What follows belongs to an exercise in optimizing a design on an open flow for small area; a production flow would make more cautious choices. The RTL was checked by simulation tests, not by an equivalence proof against the original design. Power figures rest on the tool's default switching activity, not on a simulated workload.

==> flow/flow/run.sh <==
#!/bin/bash
# Own layout flow: the standard ORFS flow (standard.sh), with these
# changes only:
#  - synthesis is the standard script, but ABC maps with flow/abc.script
#    (area-oriented) and the full-adder extraction step is skipped; the
#    flip-flops are mapped before ABC exactly as in the standard synthesis;
#  - port buffers use the smallest buffer (buf_1);
#  - clock tree synthesis inserts no dummy loads.
set -euo pipefail
W=$PWD
sed "s#log_cmd abc {\*}\$abc_args#log_cmd abc -script $W/flow/abc.script {*}[lrange \$abc_args 2 end]#" \
    "$FLOW_HOME/scripts/synth.tcl" > "$W/synth_mod.tcl"
grep -q "flow/abc.script" "$W/synth_mod.tcl"
sed "s#\$::env(SCRIPTS_DIR)/synth.tcl#$W/synth_mod.tcl#" "$W/synth_recipe.tcl" > "$W/my_synth.tcl"
grep -q "synth_mod.tcl" "$W/my_synth.tcl"
sed "s#SYNTH_SCRIPT=[^ ]*#SYNTH_SCRIPT=$W/my_synth.tcl#" "$W/standard.sh" > "$W/my_standard.sh"
grep -q "my_synth.tcl" "$W/my_standard.sh"
CTS="-sink_clustering_enable -repair_clock_nets -dont_use_dummy_load"
[ -f "$W/flow/cts_args" ] && CTS="$(cat "$W/flow/cts_args")"
bash "$W/my_standard.sh" ADDER_MAP_FILE= \
    "BUFFER_PORTS_ARGS=-buffer_cell sky130_fd_sc_hd__buf_1" \
    "CTS_ARGS=$CTS" \
    finish > "$W/flow_make.log" 2>&1
==> flow/flow/abc.script <==
strash
dch
amap
topo
==> flow/standard.sh <==
#!/bin/bash
# synth_recipe.tcl (not shown) runs the flow's synth.tcl, then flattens the netlist and writes it again
# the make line also repeats each setting of config.mk as NAME=value (left out here)
make -C /OpenROAD-flow-scripts/flow DESIGN_CONFIG=/design/flow/config.mk WORK_HOME=/design/flow/orfs CLKGATE_MAP_FILE= SYNTH_SCRIPT=/design/flow/synth_recipe.tcl "${@:-finish}"
==> flow/config.mk <==
export PLATFORM = sky130hd
export DESIGN_NAME = driver
export DESIGN_NICKNAME = driver
export VERILOG_FILES = /design/flow/design.v
export SDC_FILE = /design/flow/constraint.sdc
export NUM_CORES = 4
export LEC_CHECK = 0
export CAP_MARGIN = 20
export CORE_MARGIN = 2
export CORE_UTILIZATION = 55
export GPL_TIMING_DRIVEN = 0
export PLACE_DENSITY = 0.7
export SLEW_MARGIN = 20
==> flow/constraint.sdc <==
create_clock -name core_clock -period 5.0 [get_ports {clk}]
set_input_delay 1.0000 -clock core_clock [delete_from_list [all_inputs] [get_ports {clk}]]
set_output_delay 1.0000 -clock core_clock [all_outputs]
set_load 0.01 [all_outputs]
==> flow/design.v <==
module coord_list(
    input clk,
    input rst,
    input NE1,
    input NWE,
    input [2:0] ADDR,
    input [7:0] DATA,
    output reg [9:0] xc,
    output reg xn,
    output reg [9:0] yc,
    output reg [1:0] col
);
    wire we = ~NE1 & ~NWE;
    wire [7:0] d = rst ? 8'd0 : DATA;
    wire [1:0] hi = (d[3] | d[2]) ? 2'd3 : d[1:0];
    always @(posedge clk) begin
        if (rst | (we & (ADDR == 3'd2))) xc[7:0] <= d;
        if (rst | (we & (ADDR == 3'd3))) begin
            xc[9:8] <= hi;
            xn <= d[4];
        end
        if (rst | (we & (ADDR == 3'd4))) yc[7:0] <= d;
        if (rst | (we & (ADDR == 3'd5))) yc[9:8] <= hi;
        if (rst | (we & (ADDR == 3'd1))) col <= d[1:0];
    end
endmodule
module driver(
    input clk,
    input rst,
    input NE1,
    input NWE,
    input [2:0] ADDR,
    input [7:0] DATA,
    output r,
    output g,
    output b,
    output h_sync,
    output v_sync
);
    wire [9:0] xc, yc;
    wire xn;
    wire [1:0] col;
    coord_list regs(
        .clk(clk), .rst(rst), .NE1(NE1), .NWE(NWE), .ADDR(ADDR), .DATA(DATA),
        .xc(xc), .xn(xn), .yc(yc), .col(col)
    );
    reg [9:0] hc, vc;
    reg p, m;
    reg [1:0] cc;
    wire [9:0] hc_n, vc_n;
    wire p_n, m_n;
    wire [1:0] cc_n;
    core c(
        .rst(rst), .hc(hc), .vc(vc), .xc(xc), .xn(xn), .yc(yc), .col(col),
        .p(p), .m(m), .cc(cc),
        .hc_n(hc_n), .vc_n(vc_n), .p_n(p_n), .m_n(m_n), .cc_n(cc_n),
        .h_sync(h_sync), .v_sync(v_sync), .r(r), .g(g), .b(b)
    );
    always @(posedge clk) begin
        hc <= hc_n;
        vc <= vc_n;
        p <= p_n;
        m <= m_n;
        cc <= cc_n;
    end
endmodule
module core(
    input rst,
    input [9:0] hc, input [9:0] vc,
    input [9:0] xc, input xn, input [9:0] yc, input [1:0] col,
    input p, input m, input [1:0] cc,
    output [9:0] hc_n, output [9:0] vc_n,
    output p_n, output m_n, output [1:0] cc_n,
    output h_sync, output v_sync,
    output r, output g, output b
);
  wire new_n79, new_n80, new_n81, new_n83, new_n84, new_n85, new_n87,
    new_n88, new_n89, new_n91, new_n92, new_n93, new_n95, new_n96, new_n97,
    new_n98, new_n99, new_n100, new_n102, new_n103, new_n104, new_n106,
    new_n107, new_n108, new_n110, new_n111, new_n112, new_n114, new_n116,
    new_n117, new_n118, new_n119, new_n120, new_n121, new_n122, new_n124,
    new_n125, new_n126, new_n128, new_n129, new_n130, new_n132, new_n133,
    new_n134, new_n136, new_n137, new_n138, new_n140, new_n141, new_n142,
    new_n144, new_n145, new_n146, new_n148, new_n149, new_n150, new_n152,
    new_n153, new_n154, new_n155, new_n156, new_n157, new_n159, new_n161,
    new_n162, new_n163, new_n164, new_n165, new_n166, new_n167, new_n168,
    new_n169, new_n170, new_n171, new_n172, new_n173, new_n174, new_n175,
    new_n176, new_n177, new_n178, new_n179, new_n180, new_n181, new_n182,
    new_n183, new_n184, new_n185, new_n186, new_n187, new_n188, new_n189,
    new_n190, new_n191, new_n192, new_n193, new_n194, new_n195, new_n196,
    new_n197, new_n198, new_n199, new_n200, new_n201, new_n202, new_n203,
    new_n204, new_n205, new_n206, new_n207, new_n208, new_n209, new_n210,
    new_n211, new_n212, new_n213, new_n214, new_n215, new_n216, new_n217,
    new_n218, new_n219, new_n220, new_n221, new_n222, new_n223, new_n224,
    new_n225, new_n226, new_n227, new_n228, new_n229, new_n230, new_n231,
    new_n232, new_n233, new_n234, new_n235, new_n236, new_n237, new_n238,
    new_n239, new_n240, new_n241, new_n242, new_n243, new_n244, new_n245,
    new_n246, new_n247, new_n248, new_n249, new_n250, new_n251, new_n252,
    new_n253, new_n254, new_n255, new_n256, new_n257, new_n258, new_n259,
    new_n260, new_n261, new_n262, new_n263, new_n264, new_n265, new_n266,
    new_n267, new_n268, new_n269, new_n270, new_n271, new_n272, new_n273,
    new_n274, new_n275, new_n276, new_n277, new_n278, new_n279, new_n280,
    new_n281, new_n282, new_n283, new_n284, new_n285, new_n286, new_n287,
    new_n288, new_n289, new_n290, new_n291, new_n292, new_n293, new_n294,
    new_n295, new_n296, new_n297, new_n298, new_n299, new_n300, new_n301,
    new_n302, new_n303, new_n304, new_n305, new_n306, new_n307, new_n308,
    new_n309, new_n310, new_n311, new_n312, new_n313, new_n314, new_n315,
    new_n316, new_n317, new_n318, new_n319, new_n320, new_n321, new_n322,
    new_n323, new_n324, new_n325, new_n326, new_n327, new_n328, new_n329,
    new_n330, new_n331, new_n332, new_n333, new_n334, new_n335, new_n336,
    new_n337, new_n338, new_n339, new_n340, new_n341, new_n342, new_n343,
    new_n344, new_n345, new_n346, new_n347, new_n348, new_n349, new_n350,
    new_n351, new_n352, new_n353, new_n354, new_n355, new_n356, new_n357,
    new_n358, new_n359, new_n360, new_n361, new_n362, new_n363, new_n364,
    new_n365, new_n366, new_n367, new_n368, new_n369, new_n370, new_n371,
    new_n372, new_n373, new_n374, new_n375, new_n376, new_n377, new_n378,
    new_n379, new_n380, new_n381, new_n382, new_n383, new_n384, new_n385,
    new_n386, new_n387, new_n388, new_n389, new_n390, new_n391, new_n392,
    new_n393, new_n394, new_n395, new_n396, new_n397, new_n398, new_n399,
    new_n400, new_n401, new_n402, new_n403, new_n404, new_n405, new_n406,
    new_n407, new_n408, new_n409, new_n410, new_n411, new_n412, new_n413,
    new_n414, new_n415, new_n416, new_n417, new_n418, new_n419, new_n420,
    new_n421, new_n422, new_n423, new_n424, new_n425, new_n426, new_n427,
    new_n428, new_n429, new_n430, new_n431, new_n432, new_n433, new_n434,
    new_n435, new_n436, new_n437, new_n438, new_n439, new_n440, new_n441,
    new_n442, new_n443, new_n444, new_n445, new_n446, new_n447, new_n448,
    new_n449, new_n450, new_n451, new_n452, new_n453, new_n454, new_n455,
    new_n456, new_n457, new_n458, new_n460, new_n461, new_n462, new_n463,
    new_n464, new_n466, new_n469, new_n470, new_n471, new_n472, new_n473,
    new_n474, new_n475, new_n476, new_n477, new_n479, new_n480, new_n481,
    new_n482, new_n483, new_n484, new_n485, new_n486, new_n487, new_n488,
    new_n489, new_n490, new_n493;
  assign hc_n[0] = rst | ~hc[0];
  assign new_n79 = hc[0] & hc[1];
  assign new_n80 = ~hc[0] & ~hc[1];
  assign new_n81 = ~rst & ~new_n80;
  assign hc_n[1] = ~new_n79 & new_n81;
  assign new_n83 = hc[2] & new_n79;
  assign new_n84 = ~hc[2] & ~new_n79;
  assign new_n85 = ~rst & ~new_n84;
  assign hc_n[2] = ~new_n83 & new_n85;
  assign new_n87 = hc[3] & new_n83;
  assign new_n88 = ~hc[3] & ~new_n83;
  assign new_n89 = ~rst & ~new_n88;
  assign hc_n[3] = ~new_n87 & new_n89;
  assign new_n91 = hc[4] & new_n87;
  assign new_n92 = ~hc[4] & ~new_n87;
  assign new_n93 = ~rst & ~new_n92;
  assign hc_n[4] = ~new_n91 & new_n93;
  assign new_n95 = hc[8] & hc[9];
  assign new_n96 = new_n91 & new_n95;
  assign new_n97 = ~rst & ~new_n96;
  assign new_n98 = hc[5] & new_n91;
  assign new_n99 = ~hc[5] & ~new_n91;
  assign new_n100 = ~new_n98 & ~new_n99;
  assign hc_n[5] = new_n97 & new_n100;
  assign new_n102 = hc[6] & new_n98;
  assign new_n103 = ~hc[6] & ~new_n98;
  assign new_n104 = new_n97 & ~new_n103;
  assign hc_n[6] = ~new_n102 & new_n104;
  assign new_n106 = hc[7] & new_n102;
  assign new_n107 = ~hc[7] & ~new_n102;
  assign new_n108 = new_n97 & ~new_n107;
  assign hc_n[7] = ~new_n106 & new_n108;
  assign new_n110 = hc[8] & new_n106;
  assign new_n111 = ~hc[8] & ~new_n106;
  assign new_n112 = new_n97 & ~new_n111;
  assign hc_n[8] = ~new_n110 & new_n112;
  assign new_n114 = ~hc[9] & ~new_n110;
  assign hc_n[9] = new_n97 & ~new_n114;
  assign new_n116 = vc[2] & vc[3];
  assign new_n117 = vc[9] & new_n116;
  assign new_n118 = new_n96 & new_n117;
  assign new_n119 = ~rst & ~new_n118;
  assign new_n120 = vc[0] & new_n96;
  assign new_n121 = ~vc[0] & ~new_n96;
  assign new_n122 = ~new_n120 & ~new_n121;
  assign vc_n[0] = new_n119 & new_n122;
  assign new_n124 = ~vc[1] & ~new_n120;
  assign new_n125 = vc[1] & new_n120;
  assign new_n126 = new_n119 & ~new_n125;
  assign vc_n[1] = ~new_n124 & new_n126;
  assign new_n128 = vc[2] & new_n125;
  assign new_n129 = ~vc[2] & ~new_n125;
  assign new_n130 = new_n119 & ~new_n129;
  assign vc_n[2] = ~new_n128 & new_n130;
  assign new_n132 = ~vc[3] & ~new_n128;
  assign new_n133 = new_n116 & new_n125;
  assign new_n134 = new_n119 & ~new_n133;
  assign vc_n[3] = ~new_n132 & new_n134;
  assign new_n136 = vc[4] & new_n133;
  assign new_n137 = ~vc[4] & ~new_n133;
  assign new_n138 = new_n119 & ~new_n137;
  assign vc_n[4] = ~new_n136 & new_n138;
  assign new_n140 = vc[5] & new_n136;
  assign new_n141 = ~vc[5] & ~new_n136;
  assign new_n142 = new_n119 & ~new_n141;
  assign vc_n[5] = ~new_n140 & new_n142;
  assign new_n144 = vc[6] & new_n140;
  assign new_n145 = ~vc[6] & ~new_n140;
  assign new_n146 = new_n119 & ~new_n145;
  assign vc_n[6] = ~new_n144 & new_n146;
  assign new_n148 = vc[7] & new_n144;
  assign new_n149 = ~vc[7] & ~new_n144;
  assign new_n150 = new_n119 & ~new_n149;
  assign vc_n[7] = ~new_n148 & new_n150;
  assign new_n152 = ~vc[8] & ~new_n148;
  assign new_n153 = vc[5] & vc[6];
  assign new_n154 = vc[7] & vc[8];
  assign new_n155 = new_n153 & new_n154;
  assign new_n156 = new_n136 & new_n155;
  assign new_n157 = new_n119 & ~new_n156;
  assign vc_n[8] = ~new_n152 & new_n157;
  assign new_n159 = ~vc[9] & ~new_n156;
  assign vc_n[9] = new_n119 & ~new_n159;
  assign new_n161 = hc[8] & ~hc[9];
  assign new_n162 = xc[8] & ~new_n161;
  assign new_n163 = ~xc[8] & new_n161;
  assign new_n164 = ~new_n162 & ~new_n163;
  assign new_n165 = ~hc[6] & xc[6];
  assign new_n166 = hc[6] & ~xc[6];
  assign new_n167 = ~new_n165 & ~new_n166;
  assign new_n168 = ~hc[5] & ~new_n95;
  assign new_n169 = xc[5] & new_n168;
  assign new_n170 = hc[4] & ~new_n95;
  assign new_n171 = xc[4] & ~new_n170;
  assign new_n172 = ~hc[3] & xc[3];
  assign new_n173 = hc[3] & ~xc[3];
  assign new_n174 = ~new_n172 & ~new_n173;
  assign new_n175 = hc[2] & ~xc[2];
  assign new_n176 = hc[0] & ~xc[0];
  assign new_n177 = ~hc[0] & xc[0];
  assign new_n178 = ~new_n176 & ~new_n177;
  assign new_n179 = hc[1] & ~xc[1];
  assign new_n180 = ~hc[1] & xc[1];
  assign new_n181 = ~new_n179 & ~new_n180;
  assign new_n182 = new_n178 & new_n181;
  assign new_n183 = ~new_n176 & ~new_n179;
  assign new_n184 = ~new_n180 & ~new_n183;
  assign new_n185 = ~new_n182 & ~new_n184;
  assign new_n186 = ~hc[2] & xc[2];
  assign new_n187 = ~new_n185 & ~new_n186;
  assign new_n188 = ~new_n175 & ~new_n187;
  assign new_n189 = new_n174 & new_n188;
  assign new_n190 = ~new_n172 & ~new_n189;
  assign new_n191 = ~xc[4] & new_n170;
  assign new_n192 = ~new_n171 & ~new_n191;
  assign new_n193 = ~new_n190 & new_n192;
  assign new_n194 = ~new_n171 & ~new_n193;
  assign new_n195 = ~xc[5] & ~new_n168;
  assign new_n196 = ~new_n169 & ~new_n195;
  assign new_n197 = ~new_n194 & new_n196;
  assign new_n198 = ~new_n169 & ~new_n197;
  assign new_n199 = ~new_n167 & new_n198;
  assign new_n200 = ~xc[6] & ~xc[7];
  assign new_n201 = new_n199 & ~new_n200;
  assign new_n202 = ~xc[7] & new_n165;
  assign new_n203 = ~new_n166 & ~new_n202;
  assign new_n204 = ~new_n198 & new_n203;
  assign new_n205 = ~new_n201 & ~new_n204;
  assign new_n206 = ~new_n164 & ~new_n205;
  assign new_n207 = new_n164 & new_n205;
  assign new_n208 = ~new_n206 & ~new_n207;
  assign new_n209 = new_n190 & ~new_n192;
  assign new_n210 = ~new_n193 & ~new_n209;
  assign new_n211 = ~new_n175 & ~new_n186;
  assign new_n212 = new_n182 & new_n211;
  assign new_n213 = new_n174 & new_n212;
  assign new_n214 = new_n210 & new_n213;
  assign new_n215 = new_n208 & ~new_n214;
  assign new_n216 = new_n194 & ~new_n196;
  assign new_n217 = ~new_n197 & ~new_n216;
  assign new_n218 = new_n215 & new_n217;
  assign new_n219 = ~new_n215 & ~new_n217;
  assign new_n220 = ~new_n218 & ~new_n219;
  assign new_n221 = vc[2] & ~vc[9];
  assign new_n222 = yc[2] & ~new_n221;
  assign new_n223 = ~yc[2] & new_n221;
  assign new_n224 = ~new_n222 & ~new_n223;
  assign new_n225 = vc[1] & ~yc[1];
  assign new_n226 = ~vc[1] & yc[1];
  assign new_n227 = ~yc[0] & ~new_n226;
  assign new_n228 = ~new_n225 & ~new_n227;
  assign new_n229 = ~vc[6] & yc[6];
  assign new_n230 = vc[6] & ~yc[6];
  assign new_n231 = ~new_n229 & ~new_n230;
  assign new_n232 = ~vc[5] & ~vc[9];
  assign new_n233 = ~yc[5] & ~new_n232;
  assign new_n234 = yc[5] & new_n232;
  assign new_n235 = ~vc[4] & yc[4];
  assign new_n236 = ~new_n234 & ~new_n235;
  assign new_n237 = ~new_n233 & ~new_n236;
  assign new_n238 = ~new_n223 & new_n228;
  assign new_n239 = vc[3] & ~vc[9];
  assign new_n240 = yc[3] & ~new_n239;
  assign new_n241 = ~new_n222 & ~new_n240;
  assign new_n242 = ~new_n238 & new_n241;
  assign new_n243 = ~new_n233 & ~new_n234;
  assign new_n244 = vc[4] & ~yc[4];
  assign new_n245 = new_n243 & ~new_n244;
  assign new_n246 = ~yc[3] & new_n239;
  assign new_n247 = new_n245 & ~new_n246;
  assign new_n248 = ~new_n242 & new_n247;
  assign new_n249 = ~new_n237 & ~new_n248;
  assign new_n250 = new_n231 & ~new_n249;
  assign new_n251 = ~new_n231 & new_n249;
  assign new_n252 = ~new_n250 & ~new_n251;
  assign new_n253 = ~new_n228 & new_n252;
  assign new_n254 = ~new_n225 & ~new_n226;
  assign new_n255 = vc[0] & ~yc[0];
  assign new_n256 = ~vc[0] & yc[0];
  assign new_n257 = ~new_n255 & ~new_n256;
  assign new_n258 = new_n254 & new_n257;
  assign new_n259 = new_n228 & ~new_n252;
  assign new_n260 = ~new_n258 & ~new_n259;
  assign new_n261 = ~new_n253 & new_n260;
  assign new_n262 = new_n224 & new_n261;
  assign new_n263 = ~new_n224 & ~new_n261;
  assign new_n264 = ~new_n262 & ~new_n263;
  assign new_n265 = new_n220 & ~new_n264;
  assign new_n266 = ~new_n235 & ~new_n244;
  assign new_n267 = ~new_n240 & ~new_n246;
  assign new_n268 = new_n222 & new_n252;
  assign new_n269 = new_n223 & ~new_n252;
  assign new_n270 = ~new_n268 & ~new_n269;
  assign new_n271 = ~new_n262 & new_n270;
  assign new_n272 = new_n267 & new_n271;
  assign new_n273 = new_n246 & new_n252;
  assign new_n274 = new_n240 & ~new_n252;
  assign new_n275 = ~new_n273 & ~new_n274;
  assign new_n276 = ~new_n272 & new_n275;
  assign new_n277 = new_n266 & ~new_n276;
  assign new_n278 = new_n244 & new_n252;
  assign new_n279 = new_n235 & ~new_n252;
  assign new_n280 = ~new_n278 & ~new_n279;
  assign new_n281 = ~new_n277 & new_n280;
  assign new_n282 = ~new_n243 & new_n281;
  assign new_n283 = new_n243 & ~new_n281;
  assign new_n284 = ~new_n282 & ~new_n283;
  assign new_n285 = ~new_n265 & ~new_n284;
  assign new_n286 = ~new_n176 & new_n208;
  assign new_n287 = ~new_n177 & ~new_n208;
  assign new_n288 = ~new_n286 & ~new_n287;
  assign new_n289 = new_n181 & new_n288;
  assign new_n290 = ~new_n181 & ~new_n288;
  assign new_n291 = ~new_n289 & ~new_n290;
  assign new_n292 = ~new_n178 & ~new_n291;
  assign new_n293 = ~new_n285 & ~new_n292;
  assign new_n294 = new_n252 & ~new_n256;
  assign new_n295 = ~new_n252 & ~new_n255;
  assign new_n296 = ~new_n294 & ~new_n295;
  assign new_n297 = new_n254 & new_n296;
  assign new_n298 = ~new_n254 & ~new_n296;
  assign new_n299 = ~new_n297 & ~new_n298;
  assign new_n300 = ~new_n257 & ~new_n299;
  assign new_n301 = ~new_n284 & ~new_n300;
  assign new_n302 = ~new_n293 & ~new_n301;
  assign new_n303 = ~new_n184 & new_n208;
  assign new_n304 = ~new_n185 & ~new_n208;
  assign new_n305 = ~new_n303 & ~new_n304;
  assign new_n306 = new_n211 & ~new_n305;
  assign new_n307 = ~new_n211 & new_n305;
  assign new_n308 = ~new_n306 & ~new_n307;
  assign new_n309 = new_n220 & ~new_n308;
  assign new_n310 = new_n264 & ~new_n284;
  assign new_n311 = ~new_n309 & ~new_n310;
  assign new_n312 = ~new_n266 & new_n276;
  assign new_n313 = ~new_n277 & ~new_n312;
  assign new_n314 = ~new_n267 & ~new_n271;
  assign new_n315 = ~new_n272 & ~new_n314;
  assign new_n316 = new_n313 & ~new_n315;
  assign new_n317 = new_n208 & ~new_n213;
  assign new_n318 = new_n210 & ~new_n317;
  assign new_n319 = ~new_n210 & new_n317;
  assign new_n320 = ~new_n318 & ~new_n319;
  assign new_n321 = ~new_n174 & ~new_n188;
  assign new_n322 = ~new_n189 & ~new_n321;
  assign new_n323 = new_n208 & ~new_n212;
  assign new_n324 = new_n322 & ~new_n323;
  assign new_n325 = ~new_n322 & new_n323;
  assign new_n326 = ~new_n324 & ~new_n325;
  assign new_n327 = new_n320 & ~new_n326;
  assign new_n328 = ~new_n316 & ~new_n327;
  assign new_n329 = ~new_n311 & ~new_n328;
  assign new_n330 = ~new_n302 & new_n329;
  assign new_n331 = ~new_n257 & ~new_n285;
  assign new_n332 = ~new_n284 & ~new_n331;
  assign new_n333 = ~new_n315 & new_n332;
  assign new_n334 = new_n182 & new_n320;
  assign new_n335 = new_n258 & new_n313;
  assign new_n336 = ~new_n334 & ~new_n335;
  assign new_n337 = ~new_n326 & ~new_n332;
  assign new_n338 = new_n336 & ~new_n337;
  assign new_n339 = ~new_n333 & new_n338;
  assign new_n340 = ~new_n284 & new_n308;
  assign new_n341 = ~new_n265 & ~new_n340;
  assign new_n342 = ~new_n178 & ~new_n284;
  assign new_n343 = ~new_n331 & ~new_n342;
  assign new_n344 = new_n311 & ~new_n343;
  assign new_n345 = ~new_n341 & ~new_n344;
  assign new_n346 = new_n328 & ~new_n345;
  assign new_n347 = ~new_n339 & new_n346;
  assign new_n348 = ~new_n330 & ~new_n347;
  assign new_n349 = ~new_n339 & new_n341;
  assign new_n350 = new_n339 & ~new_n341;
  assign new_n351 = ~new_n349 & ~new_n350;
  assign new_n352 = ~new_n315 & ~new_n326;
  assign new_n353 = ~new_n311 & ~new_n352;
  assign new_n354 = ~new_n302 & new_n336;
  assign new_n355 = new_n343 & ~new_n354;
  assign new_n356 = ~new_n343 & new_n354;
  assign new_n357 = ~new_n355 & ~new_n356;
  assign new_n358 = new_n353 & new_n357;
  assign new_n359 = new_n302 & new_n311;
  assign new_n360 = ~new_n299 & ~new_n332;
  assign new_n361 = ~new_n291 & new_n332;
  assign new_n362 = ~new_n360 & ~new_n361;
  assign new_n363 = new_n359 & ~new_n362;
  assign new_n364 = ~new_n359 & new_n362;
  assign new_n365 = ~new_n363 & ~new_n364;
  assign new_n366 = ~new_n358 & new_n365;
  assign new_n367 = ~new_n351 & new_n366;
  assign new_n368 = new_n348 & new_n367;
  assign new_n369 = new_n315 & new_n326;
  assign new_n370 = ~new_n352 & ~new_n369;
  assign new_n371 = new_n343 & new_n370;
  assign new_n372 = new_n341 & ~new_n371;
  assign new_n373 = ~new_n365 & ~new_n372;
  assign new_n374 = ~new_n348 & new_n373;
  assign new_n375 = ~new_n368 & ~new_n374;
  assign new_n376 = new_n220 & ~new_n369;
  assign new_n377 = new_n326 & new_n359;
  assign new_n378 = ~new_n376 & ~new_n377;
  assign new_n379 = ~new_n313 & ~new_n378;
  assign new_n380 = new_n284 & ~new_n379;
  assign new_n381 = new_n315 & ~new_n343;
  assign new_n382 = ~new_n264 & ~new_n381;
  assign new_n383 = ~new_n313 & new_n315;
  assign new_n384 = new_n320 & ~new_n383;
  assign new_n385 = ~new_n382 & new_n384;
  assign new_n386 = ~new_n313 & ~new_n315;
  assign new_n387 = ~new_n182 & new_n313;
  assign new_n388 = ~new_n326 & ~new_n387;
  assign new_n389 = ~new_n265 & new_n388;
  assign new_n390 = ~new_n386 & ~new_n389;
  assign new_n391 = ~new_n320 & ~new_n390;
  assign new_n392 = ~new_n352 & ~new_n391;
  assign new_n393 = ~new_n385 & new_n392;
  assign new_n394 = ~new_n220 & new_n320;
  assign new_n395 = ~hc[8] & hc[9];
  assign new_n396 = ~new_n163 & ~new_n395;
  assign new_n397 = ~new_n206 & ~new_n396;
  assign new_n398 = ~xc[9] & ~new_n397;
  assign new_n399 = xc[9] & new_n397;
  assign new_n400 = ~new_n398 & ~new_n399;
  assign new_n401 = new_n214 & new_n217;
  assign new_n402 = ~hc[7] & ~xc[7];
  assign new_n403 = hc[7] & xc[7];
  assign new_n404 = ~new_n402 & ~new_n403;
  assign new_n405 = xc[6] & new_n404;
  assign new_n406 = new_n166 & ~new_n404;
  assign new_n407 = ~new_n405 & ~new_n406;
  assign new_n408 = ~new_n401 & new_n407;
  assign new_n409 = new_n208 & ~new_n408;
  assign new_n410 = xn & ~new_n401;
  assign new_n411 = new_n162 & ~new_n395;
  assign new_n412 = ~new_n199 & ~new_n411;
  assign new_n413 = ~new_n410 & new_n412;
  assign new_n414 = ~new_n208 & ~new_n413;
  assign new_n415 = ~hc[6] & new_n405;
  assign new_n416 = ~new_n165 & ~new_n404;
  assign new_n417 = new_n164 & new_n416;
  assign new_n418 = ~new_n415 & ~new_n417;
  assign new_n419 = ~new_n199 & new_n418;
  assign new_n420 = ~new_n231 & ~new_n237;
  assign new_n421 = vc[7] & ~yc[7];
  assign new_n422 = ~vc[7] & yc[7];
  assign new_n423 = ~new_n421 & ~new_n422;
  assign new_n424 = ~new_n229 & ~new_n423;
  assign new_n425 = vc[8] & ~yc[8];
  assign new_n426 = new_n229 & ~new_n421;
  assign new_n427 = ~new_n425 & new_n426;
  assign new_n428 = ~vc[8] & yc[8];
  assign new_n429 = ~yc[9] & ~new_n428;
  assign new_n430 = ~new_n422 & new_n425;
  assign new_n431 = new_n429 & ~new_n430;
  assign new_n432 = ~new_n427 & new_n431;
  assign new_n433 = ~new_n424 & new_n432;
  assign new_n434 = ~new_n420 & new_n433;
  assign new_n435 = yc[9] & ~new_n425;
  assign new_n436 = new_n421 & ~new_n429;
  assign new_n437 = ~new_n435 & new_n436;
  assign new_n438 = ~yc[6] & ~new_n422;
  assign new_n439 = ~new_n425 & new_n429;
  assign new_n440 = ~new_n438 & new_n439;
  assign new_n441 = ~new_n437 & ~new_n440;
  assign new_n442 = yc[6] & ~new_n423;
  assign new_n443 = ~new_n245 & ~new_n442;
  assign new_n444 = new_n420 & new_n443;
  assign new_n445 = ~new_n441 & new_n444;
  assign new_n446 = ~new_n434 & ~new_n445;
  assign new_n447 = ~rst & ~new_n446;
  assign new_n448 = ~new_n419 & new_n447;
  assign new_n449 = ~new_n414 & new_n448;
  assign new_n450 = ~new_n409 & new_n449;
  assign new_n451 = ~new_n400 & new_n450;
  assign new_n452 = ~new_n394 & new_n451;
  assign new_n453 = ~new_n393 & new_n452;
  assign new_n454 = ~new_n353 & ~new_n357;
  assign new_n455 = ~new_n284 & ~new_n378;
  assign new_n456 = ~new_n454 & ~new_n455;
  assign new_n457 = new_n453 & new_n456;
  assign new_n458 = ~new_n380 & new_n457;
  assign p_n = ~new_n375 & new_n458;
  assign new_n460 = ~hc[7] & ~hc[8];
  assign new_n461 = hc[9] & ~new_n460;
  assign new_n462 = ~rst & ~vc[9];
  assign new_n463 = p & new_n462;
  assign new_n464 = ~new_n155 & new_n463;
  assign m_n = ~new_n461 & new_n464;
  assign new_n466 = ~rst & m;
  assign cc_n[0] = col[0] & new_n466;
  assign cc_n[1] = col[1] & new_n466;
  assign new_n469 = ~hc[1] & ~hc[2];
  assign new_n470 = ~hc[3] & new_n469;
  assign new_n471 = hc[4] & ~new_n470;
  assign new_n472 = ~hc[5] & ~hc[6];
  assign new_n473 = ~new_n471 & new_n472;
  assign new_n474 = hc[5] & hc[6];
  assign new_n475 = new_n471 & new_n474;
  assign new_n476 = hc[7] & new_n395;
  assign new_n477 = ~new_n475 & new_n476;
  assign h_sync = new_n473 | ~new_n477;
  assign new_n479 = ~hc[4] & ~hc[9];
  assign new_n480 = ~vc[0] & new_n479;
  assign new_n481 = new_n460 & new_n472;
  assign new_n482 = new_n480 & new_n481;
  assign new_n483 = new_n470 & new_n482;
  assign new_n484 = ~vc[1] & vc[2];
  assign new_n485 = new_n483 & ~new_n484;
  assign new_n486 = vc[1] & ~vc[2];
  assign new_n487 = ~new_n483 & ~new_n486;
  assign new_n488 = ~vc[4] & new_n239;
  assign new_n489 = new_n155 & new_n488;
  assign new_n490 = ~new_n487 & new_n489;
  assign v_sync = new_n485 | ~new_n490;
  assign r = cc[0] & cc[1];
  assign new_n493 = ~cc[0] & ~cc[1];
  assign g = ~r & ~new_n493;
  assign b = cc[0] & ~cc[1];
endmodule
==> impl_metrics.csv, run 1 <==
group,metric,value,unit
placement,place_inst,449,
synth,ys_seq_elements,47,
power,leakagePower,0.989,nW
timing,setup_viol,0,
power,ir_drop,156,uV
timing,finalClockSkew,16.1,ps
critical_path,r2r-start,"hc[0]$_DFF_P_",
detailed_routing,drc,0,
floorplanning,io_pins,20,
placement,numPortBuffers,19,
detailed_routing,routed-via-count,2587,
grt,grt_overflow_total,0,
finish,nFillCells,453,
finish,utilization,0.632,
synth,ys.flop_type,"dfxtp_1",
synth,yosysWarnings,2,
floorplanning,start_util,0.572,
run_status,outcome,"complete, no violations",
timing,fin_crit,4620,ps
synth,synthesis.nets,378,
synth,synth-edff-count,23,
power,finalPower,0.925,mW
clock_network,clk_pin_slew,70,ps
floorplanning,rows,25,
timing,fmax,0.216,GHz
finish,layout.cells.non_filler,455,
floorplanning,dieArea,5520,um^2
detailed_routing,dr.first_iter.drc_count,197,
critical_path,timing.rr.end,"p$_DFF_P_",
critical_path,regToRegSetupSlack,380,ps
timing,worst_pin_slew,787,ps
critical_path,end_kind,"register",
clock_network,clkLatencyLatePin,300,ps
synth,yosysUniqueCellTypes,34,
detailed_routing,detail-route-antenna-nets,0,
timing,holdWs,414,ps
critical_path,slowest_delay,380,ps
synth,syn_area_per_cell,7.49,um^2
clock_network,clockRootBuffer,"clkbuf_8",
synth,synthCells,363,
detailed_routing,finalWirelength,6300,um
synth,yosysSeqAreaShare,0.431,
critical_path,crit_slowest_cell,"a2111oi_0",
grt,grt_pass1_wl,10300,um
critical_path,cpMostUsedCell,"nor2_1",
finish,area_delta_synth_final,10.5,%
floorplanning,core_area,4750,um^2
critical_path,critPathKind,"register to register",
detailed_routing,viasPerCell,5.69,
min_path,worstHoldPathCells,1,
run,maxCapViolations,0,
grt,grt_use_total,0.245,
finish,final_nets,405,
grt,grt_pass1_vias,2261,
placement,gp_congestion,0.932,
min_path,holdPathEnd,"hc[0]$_DFF_P_",
timing,min_period_over_period,0.924,
timing,slew_headroom,0.472,
critical_path,startpoint_type,"register",
clock_network,clockBufferDepth,2,
placement,hpwl,4860,um
clock_network,cts_tree,"yes",
finish,antennaDiodeCount,0,
clock_network,htree_levels,2,
floorplanning,die_h,74.3,um
min_path,hp-class,"register to register",
grt,grt_antenna_before_repair,0,
critical_path,cp_data_arrival_time,4840,ps
detailed_routing,firstDrtPassIters,5,
critical_path,r2r_cells,27,
power,cellPowerDensity,308,nW/um^2
floorplanning,fp.dieW,74.3,um
detailed_routing,routedWlPerCell,13.9,um
critical_path,critPathMaxFanout,6,
clock_network,cts_buffers,5,
finish,drive_above_1_share,0.0515,
timing,final_hold_viol_count,0,
grt,grt_max_degree,17,
clock_network,cts-hold-fix-buffers,0,
min_path,hp-start,"hc[0]$_DFF_P_",
critical_path,critPathLaunch,"hc[0]$_DFF_P_",
critical_path,cp_data_required_time,5220,ps
synth,netlist_area,2720,um^2
clock_network,clock_sinks,47,
timing,drv_slew,0,
synth,ys_async_sr_fraction,0,
==> worst max-delay path: cells and delay by family (launching register included) <==
| family | cells | cell delay [ps] |
|---|---|---|
| AOI/OAI and AO/OA | 13 | 2560 |
| and+or+nand+nor | 11 | 1330 |
| DFF | 1 | 360 |
| buffers and inverters | 3 | 320 |
==> layout by cell type (no fill, tap or decap), types with 12 or more instances in the layout <==
master,Yosys,final
nor2_1,78,77
clkinv_1,49,47
nand2_1,39,39
o21ai_0,35,29
dfxtp_1,24,24
edfxtp_1,23,23
buf_1,0,19
a21oi_1,19,17
nor3_1,17,16
o22ai_1,12,12
==> flip-flops by register name, summed over array words and instances, names as in the netlist <==
signal    cells
regs.yc      10
m             1
vc           10
regs.xn       1
hc           10
regs.col      2
regs.xc      10
p             1
cc            2
==> worst max path at each step <==
stage | depth (start not counted) | slack [ps] | end
finish | 27 | 380 | p$_DFF_P_
global route | 27 | -40 | p$_DFF_P_
CTS | 25 | 60 | p$_DFF_P_
detailed placement | 25 | -190 | p$_DFF_P_
global placement | 25 | -150 | p$_DFF_P_
floorplan | 25 | 670 | p$_DFF_P_
==> cell type report <==
class / instances / area [um^2] / area share
multi-input combinational: 267 / 1420 / 0.472
sequential: 47 / 1170 / 0.390
tap: 67 / 83.8 / 0.0279
timing repair buffer: 20 / 78.8 / 0.0262
inverter: 49 / 184 / 0.0612
clock buffer: 5 / 68.8 / 0.0229
==> logic make-up (layout without fill, tap and decap cells) <==
| logic type | Yosys count | after routing | synth area share |
|---|---|---|---|
| simple gates | 159 | 159 | 0.249 |
| flops | 47 | 47 | 0.431 |
| buf+inv | 49 | 74 | 0.0676 |
| compound gates | 108 | 108 | 0.253 |
==> power by group <==
group	leakage, nW	switching (mW)	internal (mW)
combinational	0.536	0.182	0.0963
clock	0.0359	0.116	0.0904
sequential	0.418	0.0146	0.426
total	0.989	0.313	0.613
==> metrics by stage <==
| stage | instance area [um^2] | setup WS [ps] | setup TNS [ps] |
|---|---|---|---|
| after floorplan | 2720 | 670 | 0 |
| after CTS | 2950 | 58.1 | 0 |
| final | 3000 | 381 | 0 |
| after detailed placement | 2870 | -192 | -192 |
| after global placement | 2870 | -153 | -153 |
| after global routing | 3000 | -37.3 | -37.3 |
==> timing repair <==
item,4_1_cts,5_1_grt
endpoints found under the hold margin,0,0
gates resized for setup,4,13
setup buffers,0,1
pin swaps,0,2
endpoints found under the setup margin,1,1
==> cells in the mapped netlist (8+ instances only) <==
cell type | number | share of area
nor2_1 | 78 | 0.11
clkinv_1 | 49 | 0.068
nand2_1 | 39 | 0.054
o21ai_0 | 35 | 0.064
dfxtp_1 | 24 | 0.18
edfxtp_1 | 23 | 0.25
a21oi_1 | 19 | 0.035
nor3_1 | 17 | 0.031
nor2b_1 | 12 | 0.028
o22ai_1 | 12 | 0.028
a211oi_1 | 8 | 0.022
==> routing by layer <==
| metal | vias to the layer above | wire (um) | global-route usage |
|---|---|---|---|
| li1 | 1349 | - | - |
| met1 | 1139 | 3040 | 0.348 |
| met2 | 84 | 2790 | 0.383 |
| met3 | 15 | 352 | 0.0434 |
| met4 | 0 | 122 | 0.0754 |
| met5 | - | 0 | 0 |
==> run 2, diff against run 1 <==
==> flow/flow/abc.script (replaced) <==
strash
dch
amap
topo
mfs3 -a
topo
--- a/flow/config.mk
+++ b/flow/config.mk
@@ -8,6 +8,6 @@
 export CAP_MARGIN = 20
 export CORE_MARGIN = 2
 export CORE_UTILIZATION = 55
-export GPL_TIMING_DRIVEN = 0
+export GPL_TIMING_DRIVEN = 1
 export PLACE_DENSITY = 0.7
 export SLEW_MARGIN = 20
==> run 2 against run 1 <==
Compared with the run above: design area fell by 0.50%; area after synthesis shrank 0.60%; global-route usage grew 0.33 points; clock power about the same; critical path depth is the same; setup slack better by 140 ps; die area down 0.56%; power shrank 0.90%; non-clock buffer count is 4 higher; combinational power fell by 4%; critical endpoint unchanged; largest cell class unchanged; largest power group unchanged.
==> impl_metrics.csv, run 2 <==
group,metric,value,unit
run_status,outcome,"complete, no violations",
synth,ys_top_cells_by_count,"nor2_1, clkinv_1, o21ai_0",
critical_path,cp_data_required_time,5230,ps
critical_path,critPathMaxFanout,5,
power,ir_drop,168,uV
timing,min_period_over_period,0.896,
floorplanning,start_util,0.572,
synth,synth-xor-area-share,0,
timing,fin_crit,4480,ps
detailed_routing,finalWirelength,6220,um
timing,finalClockSkew,24.8,ps
critical_path,startpoint_type,"register",
clock_network,clk_pin_slew,60,ps
run,maxCapViolations,0,
synth,syn_area_per_cell,7.68,um^2
placement,gp_congestion,0.907,
detailed_routing,dr.first_iter.drc_count,246,
timing,drv_slew,0,
power,leakagePower,0.995,nW
synth,synth_simple_gate_area_frac,0.254,
synth,yosysSeqAreaShare,0.433,
finish,final_common_cell,"nor2_1",
timing,worst_pin_slew,766,ps
placement,hpwl,4800,um
grt,grt_pass1_wl,10100,um
floorplanning,rows,25,
grt,grt_antenna_before_repair,0,
synth,netlist_area,2700,um^2
min_path,hp-class,"register to register",
critical_path,critPathKind,"register to register",
synth,ys_seq_elements,47,
placement,numPortBuffers,19,
synth,synth_area_leader_cell,"edfxtp_1",
finish,layout_common_cells,"nor2_1, clkinv_1, o21ai_0, nand2_1, dfxtp_1",
synth,synth-edff-count,23,
timing,fmax,0.223,GHz
detailed_routing,routedWlPerCell,13.9,um
detailed_routing,drc,0,
timing,holdWs,416,ps
power,cellPowerDensity,307,nW/um^2
synth,synthCells,352,
synth,synthMuxAreaShare,0,
synth,yosysWarnings,2,
detailed_routing,viasPerCell,5.67,
floorplanning,core_area,4720,um^2
timing,setup_viol,0,
synth,synth_top_family_by_area,"compound AO/OA/AOI/OAI gates",
grt,grt_pass1_vias,2184,
detailed_routing,routed-via-count,2542,
synth,synth_compound_area_frac,0.257,
clock_network,clockBufferDepth,2,
synth,synth_top_area_frac,0.256,
critical_path,end_kind,"register",
timing,setup-tns-final,0,ps
clock_network,clock_sinks,47,
clock_network,htree_levels,2,
clock_network,clockRootBuffer,"clkbuf_8",
critical_path,cp_data_arrival_time,4710,ps
synth,ys_async_sr_fraction,0,
synth,synthesis.nets,367,
detailed_routing,detail-route-antenna-nets,0,
finish,nFillCells,421,
grt,grt_overflow_total,0,
grt,grt_max_degree,18,
clock_network,clkLatencyLatePin,310,ps
synth,synth.area.top_cells,"edfxtp_1, dfxtp_1, nor2_1",
clock_network,cts_tree,"yes",
timing,final_hold_viol_count,0,
grt,grt_use_total,0.248,
floorplanning,io_pins,20,
floorplanning,dieArea,5490,um^2
synth,yosysUniqueCellTypes,33,
timing,rsz0062_at_grt,"no",
floorplanning,fp.dieW,74.1,um
synth,synth_fa_ha_area_frac,0,
finish,antennaDiodeCount,0,
clock_network,cts_buffers,5,
finish,drive_above_1_share,0.0472,
finish,area_delta_synth_final,10.6,%
floorplanning,die_h,74.1,um
synth,synth_most_common_cell,"nor2_1",
synth,ys.flop_type,"dfxtp_1",
finish,final_nets,398,
timing,slew_headroom,0.484,
detailed_routing,firstDrtPassIters,4,
==> run 2: per-layer routing <==
metal,global-route usage,part of all wire,up-vias
met2,0.404,0.46,48
met1,0.342,0.49,1150
met3,0.0420,0.033,8
met4,0.0727,0.014,0
met5,0,0,-
li1,-,-,1336
==> run 2: metrics by stage <==
stage	total power, mW	worst slack (ps)	cells	util	instance area [um^2]
after floorplan	0.638	680	352	-	2700
after global placement	0.697	496	442	0.611	2890
after detailed placement	0.700	228	443	0.612	2890
after CTS	0.905	167	448	0.627	2960
after global routing	0.970	36.2	448	0.633	2990
final	0.917	522	448	0.633	2990
==> run 2: critical path, cell delays in order (launching register included) <==
cell	delay, ps
edfxtp_1	410
nor2b_1	170
nor2_1	170
nand2_1	140
nand2_1	100
o21ai_0	100
nand2_1	110
o21ai_0	100
nand2_1	80
o21ai_0	130
a22oi_1	210
o21ai_0	190
o32ai_1	210
nand2_1	120
o21ai_0	140
nor2_1	120
nor2_1	110
a21oi_1	110
nor2b_2	220
nor2_2	70
o21ai_1	250
clkinv_1	160
o22a_1	220
nand2_1	60
o21ai_0	110
a2111oi_0	420
a31oi_1	80
nor2_1	100
==> run 2: final cells by class <==
cell class / count / area, um^2 / share of cell area
repair buffers: 24 / 106 / 0.0356
clock buffers: 5 / 68.8 / 0.0230
multi-input cells: 265 / 1410 / 0.471
inverters: 40 / 150 / 0.0502
flip-flops and latches: 47 / 1170 / 0.392
well taps: 67 / 83.8 / 0.0280
==> run 2: cell families after synthesis <==
kind of cell | after synthesis
AOI/OAI and AO/OA | 110
and+or+nand+nor | 155
buffers and inverters | 40
DFF | 47
==> run 2: repair_timing <==
| action | in CTS | in global routing |
|---|---|---|
| resized for setup | 0 | 10 |
| buffers inserted | 0 | 0 |
| setup endpoints to repair | 0 | 1 |
| hold buffers | 0 | 0 |
==> run 2: path summary, 6_finish.rpt <==
path | slack [ps] | endpoint | start | cells past startpoint
setup / recovery | 520 | p$_DFF_P_ | regs.xc[0]$_DFFE_PP_ | 27
hold / removal | 420 | hc[0]$_DFF_P_ | hc[0]$_DFF_P_ | 1
setup reg to reg | 520 | p$_DFF_P_ | regs.xc[0]$_DFFE_PP_ | 27
hold reg to reg | 420 | hc[0]$_DFF_P_ | hc[0]$_DFF_P_ | 1
==> run 2: power breakdown <==
group          internal, mW  switching, mW  leakage, nW  total (mW)
logic                0.0946          0.172        0.541       0.267
clock network        0.0904          0.120       0.0359       0.210
registers             0.426         0.0141        0.418       0.440
total                 0.611          0.306        0.995       0.917
==> run 3, diff against run 2 <==
--- a/flow/config.mk
+++ b/flow/config.mk
@@ -7,7 +7,7 @@
 export LEC_CHECK = 0
 export CAP_MARGIN = 20
 export CORE_MARGIN = 2
-export CORE_UTILIZATION = 55
-export GPL_TIMING_DRIVEN = 1
-export PLACE_DENSITY = 0.7
+export CORE_UTILIZATION = 70
+export GPL_TIMING_DRIVEN = 0
+export PLACE_DENSITY = 0.85
 export SLEW_MARGIN = 20
==> run 3 against run 2 <==
Compared with the run above: highest routed layer unchanged; sequential share of layout area shrank 0.23 points; power is 2.4% higher; worst hold slack gained 8.7 ps; critical endpoint unchanged; non-clock buffer count rose by 1; sequential cell count is the same; still clean; design area grew 0.59%.
==> impl_metrics.csv, run 3 <==
group,metric,value,unit
run_status,outcome,"complete, no violations",
placement,numPortBuffers,19,
min_path,worstHoldPathCells,1,
synth,synth_top_area_frac,0.256,
timing,fmax,0.217,GHz
grt,grt_use_total,0.331,
critical_path,r2r_cells,26,
timing,worst_pin_slew,821,ps
synth,synth_most_common_cell,"nor2_1",
finish,utilization,0.815,
clock_network,clkLatencyLatePin,300,ps
timing,slew_headroom,0.449,
run,maxCapViolations,0,
critical_path,critPathLaunch,"hc[0]$_DFF_P_",
floorplanning,die_h,66.1,um
power,swShare,0.338,
synth,yosysUniqueCellTypes,33,
clock_network,clockRootBuffer,"clkbuf_8",
power,intPower,0.622,mW
clock_network,cts-hold-fix-buffers,0,
placement,gp_congestion,0.833,
finish,seq_area,1170,um^2
finish,drive_above_1_share,0.0707,
detailed_routing,routedWlPerCell,16.0,um
placement,hpwl,5040,um
floorplanning,fp.dieW,66.1,um
power,clockPowerShare,0.219,
power,p_comb_frac,0.312,
timing,finalClockSkew,19.5,ps
clock_network,clk_pin_slew,70,ps
floorplanning,start_util,0.733,
synth,syn_area_per_cell,7.68,um^2
timing,setup_viol,0,
detailed_routing,firstDrtPassIters,9,
finish,multi_input_area,1440,um^2
power,ir_drop,274,uV
detailed_routing,detail-route-antenna-nets,0,
timing,min_period_over_period,0.922,
finish,design_area,3010,um^2
synth,yosysWarnings,2,
synth,synthCells,352,
clock_network,clock_sinks,47,
finish,layout.cells.non_filler,430,
synth,ys_top_cells_by_count,"nor2_1, clkinv_1, o21ai_0",
synth,synth_area_leader_cell,"edfxtp_1",
critical_path,r2r-start,"hc[0]$_DFF_P_",
grt,grt_pass1_vias,2420,
critical_path,cp_data_required_time,5220,ps
timing,drv_slew,0,
synth,synth.area.top_cells,"edfxtp_1, dfxtp_1, nor2_1",
finish,final_common_cell,"nor2_1",
grt,grt_antenna_before_repair,0,
placement,placed_area,2830,um^2
min_path,hp-class,"register to register",
finish,nFillCells,240,
synth,ys.flop_type,"dfxtp_1",
power,switching_power,0.318,mW
synth,ys_async_sr_fraction,0,
clock_network,clockBufferDepth,2,
critical_path,critPathMaxFanout,5,
detailed_routing,finalWirelength,6880,um
floorplanning,dieArea,4370,um^2
synth,yosysSeqAreaShare,0.433,
finish,antennaDiodeCount,0,
clock_network,cts_tree,"yes",
synth,netlist_area,2700,um^2
min_path,hp-start,"hc[0]$_DFF_P_",
detailed_routing,dr.first_iter.drc_count,293,
critical_path,critPathKind,"register to register",
grt,grt_pass1_wl,10800,um
synth,synthesis.nets,367,
floorplanning,core_area,3690,um^2
timing,fin_crit,4610,ps
grt,grt_overflow_total,0,
clock_network,cts_buffers,5,
detailed_routing,viasPerCell,6.41,
clock_network,htree_levels,2,
critical_path,end_kind,"register",
floorplanning,rows,22,
critical_path,cp_data_arrival_time,4830,ps
power,cellPowerDensity,312,nW/um^2
critical_path,startpoint_type,"register",
finish,final_nets,399,
synth,synth-edff-count,23,
finish,layout_common_cells,"nor2_1, clkinv_1, nand2_1",
power,finalPower,0.939,mW
power,leakagePower,1.01,nW
power,seqPwrFrac,0.469,
timing,final_hold_viol_count,0,
finish,area_delta_synth_final,11.2,%
synth,ys_seq_elements,47,
detailed_routing,drc,0,
placement,place_inst,419,
floorplanning,io_pins,20,
detailed_routing,routed-via-count,2755,
grt,grt_max_degree,18,
==> run 3: cell counts after synthesis <==
No cell type changed its count.
==> run 3: final cells by class <==
cell class,instances,area share
multi-input combinational,265,0.479
sequential,47,0.390
inverter,40,0.0499
timing repair buffer,25,0.0387
clock buffer,5,0.0229
tap,48,0.0200
==> run 3: cell families after synthesis <==
| family | after synthesis | synth area share |
|---|---|---|
| compound gates | 110 | 0.257 |
| simple gates | 155 | 0.254 |
| flops | 47 | 0.433 |
| buf+inv | 40 | 0.0556 |
==> run 3: path summary, 6_finish.rpt <==
kind	to	slack (ps)
setup reg to reg	p$_DFF_P_	390
setup / recovery	p$_DFF_P_	390
hold / removal	hc[0]$_DFF_P_	420
hold reg to reg	hc[0]$_DFF_P_	420
==> run 3: what timing repair did <==
| item | CTS | global route |
|---|---|---|
| endpoints found under the setup margin | 1 | 1 |
| pin swaps | 0 | 2 |
| setup buffers | 0 | 6 |
| resized for setup | 4 | 17 |
==> run 3: power by group through the flow <==
stage / registers, mW / logic, mW / clock network [mW]
2_1_floorplan: 0.442 / 0.196 / 0
3_3_place_gp: 0.447 / 0.242 / 0
3_5_place_dp: 0.448 / 0.247 / 0
4_1_cts: 0.440 / 0.251 / 0.205
5_1_grt: 0.443 / 0.326 / 0.220
6_report: 0.441 / 0.293 / 0.205
==> run 3: per-stage QoR <==
stage,hold slack [ps],setup slack (ps),TNS [ps]
after floorplan,384,680,0
after global placement,392,-83.9,-83.9
after detailed placement,403,-242,-242
after CTS,420,50.4,0
after global routing,457,-39.7,-39.7
final,425,390,0
==> run 3: routing by layer <==
| metal | share of wire | GRT usage | vias up |
|---|---|---|---|
| met5 | 0 | 0 | - |
| met4 | 0.034 | 0.168 | 0 |
| met3 | 0.070 | 0.0716 | 31 |
| met2 | 0.48 | 0.534 | 158 |
| met1 | 0.41 | 0.418 | 1229 |
| li1 | - | - | 1337 |
==> run 3: critical path: stages, from the launching register on <==
cell,delay (ps)
dfxtp_1,360
clkinv_1,120
nor2_1,200
nor2_1,110
nand2_1,150
nand2_1,90
o21ai_1,190
nand2_1,90
o21ai_0,140
nand2_1,110
o21ai_0,220
a22oi_2,150
o21ai_1,240
o32ai_2,150
o21ai_2,240
nor2_2,100
nor2_1,160
a21oi_2,100
nor2b_2,200
nor2_2,70
o21ai_2,190
clkinv_1,150
a221oi_2,310
o32ai_1,160
a2111oi_1,330
a31oi_1,80
nor2_1,110
==> run 4, diff against run 3 <==
--- a/flow/config.mk
+++ b/flow/config.mk
@@ -7,7 +7,7 @@
 export LEC_CHECK = 0
 export CAP_MARGIN = 20
 export CORE_MARGIN = 2
-export CORE_UTILIZATION = 70
+export CORE_UTILIZATION = 55
 export GPL_TIMING_DRIVEN = 0
-export PLACE_DENSITY = 0.85
+export PLACE_DENSITY = 0.7
 export SLEW_MARGIN = 20
==> run 4 against run 3 <==
Compared with the run above: non-clock buffer count fell by 4; count of clock-buffer cells in the layout did not move; sequential share of layout area rose by 0.23 points; sequential power barely moved; critical path type unchanged; largest cell class unchanged.
==> impl_metrics.csv, run 4 <==
group,metric,value,unit
synth,synth-edff-count,23,
finish,layout_common_cells,"nor2_1, clkinv_1, nand2_1",
clock_network,clockBufferDepth,2,
timing,rsz0062_at_grt,"no",
run_status,outcome,"complete, no violations",
critical_path,cp_data_arrival_time,4720,ps
floorplanning,dieArea,5490,um^2
detailed_routing,dr.first_iter.drc_count,120,
timing,min_period_over_period,0.901,
floorplanning,start_util,0.572,
floorplanning,io_pins,20,
finish,final_nets,395,
clock_network,clk_pin_slew,90,ps
placement,gp_congestion,0.885,
floorplanning,die_h,74.1,um
detailed_routing,routedWlPerCell,14.0,um
floorplanning,fp.dieW,74.1,um
synth,yosysWarnings,2,
run,maxCapViolations,0,
power,leakagePower,0.991,nW
timing,final_hold_viol_count,0,
timing,setup_viol,0,
grt,grt_use_total,0.238,
finish,area_delta_synth_final,10.6,%
critical_path,critPathMaxFanout,6,
power,cellPowerDensity,308,nW/um^2
synth,ys.flop_type,"dfxtp_1",
critical_path,critPathKind,"register to register",
synth,yosysUniqueCellTypes,33,
critical_path,critPathBufInv,3,
placement,hpwl,4820,um
timing,drv_slew,0,
finish,utilization,0.633,
finish,drive_above_1_share,0.0529,
detailed_routing,finalWirelength,6220,um
critical_path,cpMostUsedCell,"nor2_1",
timing,fmax,0.222,GHz
critical_path,cp_data_required_time,5210,ps
clock_network,clockRootBuffer,"clkbuf_8",
grt,grt_pass1_wl,9810,um
power,ir_drop,232,uV
synth,netlist_area,2700,um^2
placement,numPortBuffers,19,
clock_network,clock_sinks,47,
detailed_routing,detail-route-antenna-nets,0,
detailed_routing,drc,0,
synth,ys_top_cells_by_count,"nor2_1, clkinv_1, o21ai_0",
synth,synth.area.top_cells,"edfxtp_1, dfxtp_1, nor2_1",
grt,grt_antenna_before_repair,0,
synth,yosysSeqAreaShare,0.433,
detailed_routing,routed-via-count,2482,
finish,final_common_cell,"nor2_1",
critical_path,crit_family,"compound AO/OA/AOI/OAI gates",
placement,pre_cts_ws,-138,ps
timing,slew_headroom,0.459,
timing,finalClockSkew,18.7,ps
grt,grt_pass1_vias,2131,
finish,layout.cells.non_filler,445,
critical_path,end_kind,"register",
critical_path,slowest_delay,340,ps
critical_path,crit_slowest_cell,"edfxtp_1",
grt,grt_overflow_total,0,
clock_network,cts-hold-fix-buffers,0,
timing,worst_pin_slew,807,ps
grt,grt_max_degree,18,
synth,synth_top_area_frac,0.256,
synth,synth_area_leader_cell,"edfxtp_1",
critical_path,startpoint_type,"register",
synth,ys_seq_elements,47,
min_path,hp-class,"register to register",
clock_network,htree_levels,2,
synth,synth_most_common_cell,"nor2_1",
synth,ys_async_sr_fraction,0,
timing,setup_ws,495,ps
synth,syn_area_per_cell,7.68,um^2
timing,fin_crit,4500,ps
floorplanning,rows,25,
clock_network,cts_tree,"yes",
synth,synthCells,352,
placement,place_inst,438,
clock_network,cts_buffers,5,
clock_network,clkLatencyLatePin,290,ps
floorplanning,core_area,4720,um^2
synth,synthesis.nets,367,
finish,antennaDiodeCount,0,
detailed_routing,firstDrtPassIters,4,
detailed_routing,viasPerCell,5.58,
## run 4: cells by family after synthesis
family / share of synthesized area
buffers and inverters: 0.0556
flip-flops: 0.433
AND/OR/NAND/NOR: 0.254
AO/OA/AOI/OAI: 0.257
## run 4: routing by layer
metal  up-vias  GRT usage  wire, um  share of wire
li1       1332          -         -              -
met1      1095      0.331      2990           0.48
met2        47      0.375      2920           0.47
met3         8     0.0447       217          0.035
met4         0     0.0828        98          0.016
met5         -          0         0              0
## run 4: worst paths after layout
path | slack (ps) | endpoint | start | cells after the start
worst max-delay path | 500 | p$_DFF_P_ | regs.yc[1]$_DFFE_PP_ | 26
worst min-delay path | 420 | m$_DFF_P_ | p$_DFF_P_ | 2
worst max register to register | 500 | p$_DFF_P_ | regs.yc[1]$_DFFE_PP_ | 26
worst min register to register | 420 | m$_DFF_P_ | p$_DFF_P_ | 2
## run 4: cell type report
cell class	instances	area, um^2
sequential	47	1170
inverter	40	150
fill	414	1730
timing repair buffer	21	86.3
clock buffer	5	68.8
multi-input combinational	265	1430
tap	67	83.8
## run 4: worst min-delay path, stage by stage (launching register included)
cell and delay [ps]:
dfxtp_1 310, nand2_1 60, nor3_1 40
## run 4: metrics by stage
step	instance area, um^2	hold slack [ps]	power (mW)	setup TNS, ps
2_1_floorplan	2700	384	0.638	0
3_3_place_gp	2860	394	0.692	-137
3_5_place_dp	2860	414	0.698	-138
4_1_cts	2940	426	0.906	0
5_1_grt	2990	446	0.975	0
6_report	2990	423	0.919	0
## run 4: repair_timing
| action | 4_1_cts | 5_1_grt |
|---|---|---|
| pin swaps | 0 | 1 |
| buffers inserted | 0 | 2 |
| endpoints found under the setup margin | 1 | 1 |
| gates resized for setup | 4 | 13 |
## run 4: where the power goes
group          switching, mW  internal (mW)
registers             0.0140          0.426
logic                  0.178         0.0963
clock network          0.114         0.0903
total                  0.307          0.613
==> run 5, diff against run 4 <==
==> flow/flow/cts_args (new file) <==
-sink_clustering_enable -repair_clock_nets -dont_use_dummy_load -buf_list sky130_fd_sc_hd__clkbuf_16 -root_buf sky130_fd_sc_hd__clkbuf_16 -sink_clustering_size 50 -sink_clustering_max_diameter 500 -distance_between_buffers 500
==> run 5 against run 4 <==
Compared with the run above: cell count shrank 0.22%; via count up 1.2%; global-route usage increased by 0.48 points; worst hold slack got worse by 5.2 ps; synthesized cell count is the same; non-clock buffer count is 1 lower; wire length up 1.2%; core utilization increased by 1.0 points; critical path type unchanged; largest power group unchanged.
==> impl_metrics.csv, run 5 <==
group,metric,value,unit
run_status,outcome,"complete, no violations",
synth,synth_top_area_frac,0.256,
clock_network,htree_levels,2,
synth,ys_top_cells_by_count,"nor2_1, clkinv_1, o21ai_0",
clock_network,clkLatencyLatePin,280,ps
synth,yosysUniqueCellTypes,33,
floorplanning,die_h,74.1,um
detailed_routing,routedWlPerCell,14.2,um
finish,final_nets,394,
timing,slew_headroom,0.451,
synth,netlist_area,2700,um^2
critical_path,critPathBufInv,1,
placement,numPortBuffers,19,
detailed_routing,viasPerCell,5.66,
placement,hpwl,4820,um
synth,synthesis.nets,367,
critical_path,crit_family,"compound AO/OA/AOI/OAI gates",
power,leakagePower,1.01,nW
critical_path,r2r-start,"hc[0]$_DFF_P_",
timing,worst_pin_slew,815,ps
timing,fmax,0.220,GHz
floorplanning,start_util,0.572,
critical_path,end_kind,"register",
detailed_routing,drc,0,
synth,synthCells,352,
floorplanning,rows,25,
synth,synth_most_common_cell,"nor2_1",
detailed_routing,firstDrtPassIters,4,
finish,final_common_cell,"nor2_1",
synth,ys.flop_type,"dfxtp_1",
finish,layout_common_cells,"nor2_1, clkinv_1, nand2_1",
power,seqPwrFrac,0.434,
synth,ys_async_sr_fraction,0,
synth,ys_seq_elements,47,
timing,min_period_over_period,0.908,
synth,synth_area_leader_cell,"edfxtp_1",
clock_network,cts_buffers,5,
timing,setup_viol,0,
detailed_routing,dr.first_iter.drc_count,131,
synth,yosysWarnings,2,
critical_path,r2r_cells,26,
placement,gp_congestion,0.885,
synth,synth-edff-count,23,
critical_path,regToRegSetupSlack,460,ps
run,maxCapViolations,0,
grt,grt_antenna_before_repair,0,
grt,grt_use_total,0.243,
timing,final_hold_viol_count,0,
power,cellPowerDensity,335,nW/um^2
critical_path,startpoint_type,"register",
finish,antennaDiodeCount,0,
critical_path,cp_data_arrival_time,4750,ps
power,ir_drop,244,uV
min_path,worstHoldPathCells,1,
timing,drv_slew,0,
synth,yosysSeqAreaShare,0.433,
power,swShare,0.314,
critical_path,slowest_delay,400,ps
grt,grt_pass1_wl,10000,um
detailed_routing,detail-route-antenna-nets,0,
finish,area_delta_synth_final,12.4,%
critical_path,critPathKind,"register to register",
floorplanning,fp.dieW,74.1,um
clock_network,clockBufferDepth,2,
floorplanning,dieArea,5490,um^2
grt,grt_pass1_vias,2172,
synth,syn_area_per_cell,7.68,um^2
grt,grt_max_degree,18,
timing,finalClockSkew,13.3,ps
clock_network,cts-hold-fix-buffers,0,
clock_network,cts_tree,"yes",
clock_network,clk_pin_slew,50,ps
clock_network,clockRootBuffer,"clkbuf_16",
synth,synth.area.top_cells,"edfxtp_1, dfxtp_1, nor2_1",
power,finalPower,1.02,mW
critical_path,crit_slowest_cell,"a21oi_1",
critical_path,timing.rr.end,"p$_DFF_P_",
grt,grt_overflow_total,0,
power,switching_power,0.319,mW
finish,drive_above_1_share,0.0504,
min_path,holdPathEnd,"hc[0]$_DFF_P_",
critical_path,cp_data_required_time,5210,ps
timing,fin_crit,4540,ps
floorplanning,core_area,4720,um^2
clock_network,clock_sinks,47,
floorplanning,io_pins,20,
min_path,hp-class,"register to register",
detailed_routing,finalWirelength,6300,um
power,p_comb_frac,0.268,
critical_path,critPathMaxFanout,6,
power,intPower,0.698,mW
timing,holdWs,418,ps
power,clockPowerShare,0.298,
detailed_routing,routed-via-count,2513,
min_path,hp-start,"hc[0]$_DFF_P_",
==> run 5: final cells by class <==
class	instances	area (um^2)
Tap cell	67	83.8
Timing Repair Buffer	20	78.8
Sequential cell	47	1170
Multi-Input combinational cell	265	1430
Inverter	40	150
Fill cell	404	1690
Clock buffer	5	125
==> run 5: cells by family after synthesis <==
kind of cell	after synthesis	share of synthesized area
buffers and inverters	40	0.0556
DFF	47	0.433
AOI/OAI and AO/OA	110	0.257
and+or+nand+nor	155	0.254
==> run 5: metrics by stage <==
stage | TNS, ps | area (um^2) | instances | utilization | setup WS (ps)
after floorplan | 0 | 2700 | 352 | - | 680
after global routing | -6.18 | 3040 | 444 | 0.643 | -6.18
after CTS | 0 | 3000 | 443 | 0.635 | 77.9
after global placement | -137 | 2860 | 438 | 0.605 | -137
final | 0 | 3040 | 444 | 0.643 | 460
after detailed placement | -138 | 2860 | 438 | 0.606 | -138
==> run 5: layer usage <==
metal | wire [um] | global-route usage | share of wire | up-vias
met4 | 93 | 0.0768 | 0.015 | 0
li1 | - | - | - | 1334
met3 | 200 | 0.0488 | 0.032 | 6
met2 | 2990 | 0.391 | 0.47 | 37
met1 | 3020 | 0.331 | 0.48 | 1136
met5 | 0 | 0 | 0 | -
==> run 5: worst register-to-register path, stage by stage, from the launching register on <==
cell and delay (ps):
dfxtp_1 350, clkinv_1 120, nor2_1 200, nor2_1 100, nand2_1 140, nand2_1 80
o21ai_0 210, nand2_1 90, o21ai_0 100, nand2_1 90, o21ai_0 150, a22oi_1 170
o21ai_1 200, o32ai_2 140, nand2_1 110, o21ai_2 110, nor2_1 200, nor2_1 70
a21oi_1 400, nor2b_2 130, nor2_2 180, o21ai_2 100, a221oi_2 340, o21ai_0 140
a2111oi_1 320, a31oi_1 100, nor2_1 130
==> run 5: power groups by stage <==
stage	clock (mW)	sequential, mW	combinational [mW]
6_report	0.303	0.441	0.273
5_1_grt	0.323	0.443	0.304
2_1_floorplan	0	0.442	0.196
3_3_place_gp	0	0.448	0.244
4_1_cts	0.309	0.441	0.255
3_5_place_dp	0	0.449	0.249
==> run 5: repair_timing <==
| action | CTS | global route |
|---|---|---|
| pin swaps | 0 | 1 |
| endpoints found under the setup margin | 1 | 1 |
| resized for setup | 4 | 13 |
| setup buffers | 0 | 1 |
==> run 5: worst max path at each step <==
stage                         startpoint        end  depth (start not counted)
floorplan                  vc[9]$_DFF_P_  p$_DFF_P_                         24
global placement           vc[9]$_DFF_P_  p$_DFF_P_                         24
detailed placement         vc[9]$_DFF_P_  p$_DFF_P_                         24
CTS                 regs.yc[1]$_DFFE_PP_  p$_DFF_P_                         26
global route        regs.yc[1]$_DFFE_PP_  p$_DFF_P_                         28
finish                     hc[0]$_DFF_P_  p$_DFF_P_                         26

==> separate check: timing with driven ports <==
Ports are ideal in the flow. The routed layouts listed here were re-timed in OpenROAD.
Step 1 (the two cells are an assumption about what drives the block):
set clk [get_ports {clk}]
set_driving_cell -lib_cell sky130_fd_sc_hd__clkbuf_16 $clk
set_driving_cell -lib_cell sky130_fd_sc_hd__buf_2 [delete_from_list [all_inputs] $clk]
Step 2 adds t to the input delays and takes it off the output delays; t is the mean of the earliest and latest rising clock arrival at the registers after step 1. Input paths then give back, and output paths get back, about the clock's delay inside the block.
a / b / c = no drivers / after step 1 / after step 2; a / b = the first two.
run	t, ns	setup WS [ns]	worst setup path at the end	latest minus earliest clock arrival (ns)	worst register clock-pin slew, ns
run 1	0.317	0.381 / 0.381 / 0.381	register to register	0.016 / 0.016	0.09 / 0.09
run 2	0.328	0.522 / 0.522 / 0.522	register to register	0.025 / 0.026	0.09 / 0.09
run 3	0.318	0.390 / 0.390 / 0.390	register to register	0.020 / 0.019	0.09 / 0.09
run 4	0.311	0.495 / 0.495 / 0.495	register to register	0.019 / 0.019	0.09 / 0.09
run 5	0.309	0.460 / 0.460 / 0.460	register to register	0.014 / 0.014	0.06 / 0.06
After both steps every run listed still meets setup and hold.
